What follows belongs to an exercise in optimizing a design on an open flow for small area and a short achievable clock period; a production flow would make more cautious choices. No activity file was given, so power comes from the tool's default toggle rates.

==> run a: inputs <==
Design cim_mac_tree, start of the top module:
module cim_mac_tree (
    input         clk,
    input         rst_n,
    input         mac_en,
    input  [7:0]  col_mux,
    input  [15:0] data_in,
    input  [7:0]  bank0,  bank1,  bank2,  bank3,
                  bank4,  bank5,  bank6,  bank7,
                  bank8,  bank9,  bank10, bank11,
                  bank12, bank13, bank14, bank15,
    output reg [11:0] sum
);
export LEC_CHECK = 0
export CAP_MARGIN = 20
export CORE_MARGIN = 2
export CORE_UTILIZATION = 40
export SETUP_SLACK_MARGIN = 4.5
export SLEW_MARGIN = 20
export SYNTH_HIERARCHICAL = 1
create_clock -name core_clock -period 8.0 [get_ports {clk}]
standard.sh (not shown) runs the stock make flow with config.mk's settings and CLKGATE_MAP_FILE= SYNTH_SCRIPT=/design/flow/synth_recipe.tcl, a recipe that flattens the netlist after the stock synthesis.
==> flow/flow/run.sh <==
#!/bin/bash
# The standard layout (the standard.sh, unchanged synthesis), with the
# port buffers made of the smallest buffer instead of the default choice.
set -o pipefail
export BUFFER_PORTS_ARGS="-buffer_cell sky130_fd_sc_hd__buf_1"
bash standard.sh finish > standard_flow.log 2>&1
==> inputs of run b, as changes to run a <==
--- a/flow/design.v
+++ b/flow/design.v
@@ -16,11 +16,11 @@
     input  [15:0] data_in,
     input  [7:0]  bank0,  bank1,  bank2,  bank3,
                   bank4,  bank5,  bank6,  bank7,
                   bank8,  bank9,  bank10, bank11,
                   bank12, bank13, bank14, bank15,
-    output reg [11:0] sum
+    output [11:0] sum
 );
     wire [15:0] en  = data_in & {16{mac_en}};
     wire [7:0]  col = col_mux & {8{~mac_en}};
     wire g0_0 = ~((bank0[0] & en[0]) | (|(bank0 & col)));
     wire g0_1 = ~(bank0[1] & en[0]);
@@ -377,16 +377,23 @@
     adder_1bit u_s217 (.a(s183), .b(c198), .cin(s199), .sum(s217), .cout(c218));
     adder_1bit u_s219 (.a(c184), .b(s201), .cin(c200), .sum(s219), .cout(c220));
     wire [11:0] rowA = {1'b1, c202, c218, c216, c214, c212, c210, c208, c206, c204, s185, r1[0]};
     wire [11:0] rowB = {1'b1, c220, s219, s217, s215, s213, s211, s209, s207, s205, s203, r1[1]};
     wire [11:0] tot = ~(rowA + rowB + 12'd1);
-    reg first;
+    reg  [11:0] s2;
+    wire [11:0] s2sum = s2;
+    reg first, valid;
     always @(posedge clk or negedge rst_n) begin
-        if (!rst_n) first <= 1'b1;
-        else        first <= 1'b0;
+        if (!rst_n) begin
+            first <= 1'b1;
+            valid <= 1'b0;
+        end else begin
+            first <= 1'b0;
+            valid <= ~first;
+        end
     end
-    always @(posedge clk) r1 <= d1;
-    always @(posedge clk or negedge rst_n) begin
-        if (!rst_n) sum <= 12'd0;
-        else        sum <= first ? 12'd0 : tot;
+    always @(posedge clk) begin
+        r1 <= d1;
+        s2 <= tot;
     end
+    assign sum = s2sum & {12{valid}};
 endmodule
- CORE_UTILIZATION: 40 -> 60
- CTS_BUF_LIST: not set -> sky130_fd_sc_hd__clkbuf_4 sky130_fd_sc_hd__clkbuf_8
==> run notes <==
quantity	run b	run a
Share of the cycle needed by the critical path after routing	43.3%	43.8%
Initial core utilization	61.1%	40.8%
Number of global-route vias before repair	5577	5198
Gp weighted congestion	1.05	1.07
Wire length on met2	9820 um	10000 um
Number of buffers outside the clock class in the layout	171	201
P per Cell Area	343 nW/um^2	313 nW/um^2
Grt met2 use	72.3%	51.8%
Run status	complete, no violations	complete, no violations
Top-area cell type share of the netlist area	38.5%	40.0%
Placed cell count	783	814
Detail-routed via count per cell	6.16	5.43
Cell type of the slowest stage on the worst timing path	fa_1	fa_2
Stages on worst setup path	6	7
Worst ir drop on vdd	0.360 mV	0.181 mV
Instance area at placement	6260 um^2	6180 um^2
Area of the die	10100 um^2	14300 um^2
Area occupied by multi-input gates	4190 um^2	4130 um^2
Utilization of the core after routing	72.4%	54.0%
Function was not checked in any run of this note: the RTL went through the layout flow alone.

* * *

==> pepper: inputs <==
Starting RTL as in the previous note.
Settings: LEC_CHECK=0, CAP_MARGIN=20, CORE_MARGIN=2, CORE_UTILIZATION=60, CTS_BUF_LIST=sky130_fd_sc_hd__clkbuf_4 sky130_fd_sc_hd__clkbuf_8, SETUP_SLACK_MARGIN=4.8, SLEW_MARGIN=20, SYNTH_HIERARCHICAL=1; clock period 8.0 ns.
Scripts as last shown in full above: flow/flow/run.sh
==> delta (differences from pepper) <==
--- a/flow/design.v
+++ b/flow/design.v
@@ -13,17 +13,17 @@
     input         rst_n,
     input         mac_en,
     input  [7:0]  col_mux,
     input  [15:0] data_in,
     input  [7:0]  bank0,  bank1,  bank2,  bank3,
                   bank4,  bank5,  bank6,  bank7,
                   bank8,  bank9,  bank10, bank11,
                   bank12, bank13, bank14, bank15,
-    output reg [11:0] sum
+    output [11:0] sum
 );
     wire [15:0] en  = data_in & {16{mac_en}};
     wire [7:0]  col = col_mux & {8{~mac_en}};
     wire g0_0 = ~((bank0[0] & en[0]) | (|(bank0 & col)));
     wire g0_1 = ~(bank0[1] & en[0]);
     wire g0_2 = ~(bank0[2] & en[0]);
     wire g0_3 = ~(bank0[3] & en[0]);
     wire g0_4 = ~(bank0[4] & en[0]);
@@ -373,20 +373,30 @@
     adder_1bit u_s209 (.a(s169), .b(c190), .cin(s191), .sum(s209), .cout(c210));
     adder_1bit u_s211 (.a(s173), .b(c192), .cin(s193), .sum(s211), .cout(c212));
     adder_1bit u_s213 (.a(s177), .b(c194), .cin(s195), .sum(s213), .cout(c214));
     adder_1bit u_s215 (.a(s181), .b(c196), .cin(s197), .sum(s215), .cout(c216));
     adder_1bit u_s217 (.a(s183), .b(c198), .cin(s199), .sum(s217), .cout(c218));
     adder_1bit u_s219 (.a(c184), .b(s201), .cin(c200), .sum(s219), .cout(c220));
     wire [11:0] rowA = {1'b1, c202, c218, c216, c214, c212, c210, c208, c206, c204, s185, r1[0]};
     wire [11:0] rowB = {1'b1, c220, s219, s217, s215, s213, s211, s209, s207, s205, s203, r1[1]};
-    wire [11:0] tot = ~(rowA + rowB + 12'd1);
-    reg first;
+    wire [11:0] xa = ~rowA, xb = ~rowB;
+    wire [6:0] lo = xa[5:0] + xb[5:0];
+    wire [5:0] hi = xa[11:6] + xb[11:6];
+    wire [12:0] tot = {hi, lo};
+    reg  [12:0] s2;    
+    wire [11:0] s2sum = {s2[12:7] + s2[6], s2[5:0]};
+    reg first, valid;
     always @(posedge clk or negedge rst_n) begin
-        if (!rst_n) first <= 1'b1;
-        else        first <= 1'b0;
+        if (!rst_n) begin
+            first <= 1'b1;
+            valid <= 1'b0;
+        end else begin
+            first <= 1'b0;
+            valid <= ~first;
+        end
     end
-    always @(posedge clk) r1 <= d1;
-    always @(posedge clk or negedge rst_n) begin
-        if (!rst_n) sum <= 12'd0;
-        else        sum <= first ? 12'd0 : tot;
+    always @(posedge clk) begin
+        r1 <= d1;
+        s2 <= tot;
     end
+    assign sum = s2sum & {12{valid}};
 endmodule
Settings changed: CORE_UTILIZATION 60 to 50, SETUP_SLACK_MARGIN 4.8 to 4.6.
==> willow (differences from pepper) <==
Settings changed: SETUP_SLACK_MARGIN 4.8 to 4.5.
==> results.ini <==
[timing]
min_period_ps=3426
finClkSkew_ps=9.184

[logic_synthesis]
synthTopCellsByArea=fa_1, dfxtp_1, nand2_1, a22oi_1, ha_1
synthAdderAreaFrac=0.4296

[worst_setup_path]
worstPathRequired_ps=8230
path_delay_family=compound AO/OA/AOI/OAI gates
reg2reg_slack_ps=4920

[status]
status=finished clean

[final_layout]
syn_to_final_growth_pct=24.81
n_sequential_cell=64

[routing]
drt-pass1-iter-count=5
met2_length_mm=9.734

[die]
start_util=0.5122

[pwr]
p_leak_nw=2.476

-- figures above: delta

==> results.ini <==
[logic_synthesis]
synthAdderAreaFrac=0.4350
synthTopCellsByArea=fa_1, dfxtp_1, nand2_1, dfrtp_1, ha_1

[timing]
min_period_ps=3567
finClkSkew_ps=8.413

[worst_setup_path]
reg2reg_slack_ps=4430
path_delay_family=adder cells
worstPathRequired_ps=8230

[routing]
drt-pass1-iter-count=7
met2_length_mm=9.613

[pwr]
p_leak_nw=2.175

[final_layout]
syn_to_final_growth_pct=19.44
n_sequential_cell=62

[clock_tree]
htree_levels=3

[status]
status=finished clean

-- figures above: willow

==> results.ini <==
[status]
status=finished clean

[pwr]
p_leak_nw=2.630

[die]
start_util=0.6171

[clock_tree]
cts_setup_buffers=30

[timing]
finClkSkew_ps=10.18
min_period_ps=3457

[routing]
met2_length_mm=10.74
drt-pass1-iter-count=9

[final_layout]
n_sequential_cell=62
syn_to_final_growth_pct=37.38

[worst_setup_path]
path_delay_family=adder cells
worstPathRequired_ps=8240

[logic_synthesis]
synthAdderAreaFrac=0.4350

-- figures above: pepper

No run of this note included a check of the RTL's function; only the layout flow was run.

-- static timing again, ports no longer ideal --
Ports are ideal in the flow. The routed layouts listed here were re-timed in OpenROAD.
Step 1 assumes that a clkbuf_16 drives the clock port and a buf_2 every other input.
Step 2 moves the port delays by t, midway between the first and last clock arrival at a register: inputs arrive t later, outputs are due t later. That takes back most of the time a late clock gives input paths.
Slacks: ideal / step 1 / step 2; pairs: ideal / step 1.
| run | t (ns) | setup slack, ns | worst hold slack (ns) | worst setup path at the end | clock arrival spread, ns |
|---|---|---|---|---|---|
| run a | 0.358 | 4.500 / 4.471 / 4.113 | 0.594 / 0.594 / 0.594 | input to register | 0.010 / 0.009 |
| run b | 0.380 | 4.533 / 4.529 / 4.149 | 0.441 / 0.441 / 0.441 | input to register | 0.019 / 0.018 |
| pepper | 0.376 | 4.543 / 4.320 / 3.945 | 0.640 / 0.640 / 0.640 | input to register | 0.010 / 0.011 |
| delta | 0.387 | 4.574 / 4.584 / 4.197 | 0.425 / 0.425 / 0.425 | input to register | 0.009 / 0.010 |
| willow | 0.372 | 4.433 / 4.433 / 4.132 | 0.624 / 0.624 / 0.624 | input to register | 0.009 / 0.009 |
After both steps every run listed still meets setup and hold. The setup slack of pepper, which loses most, moves by -0.223 ns with the drivers and by -0.598 ns with both steps.
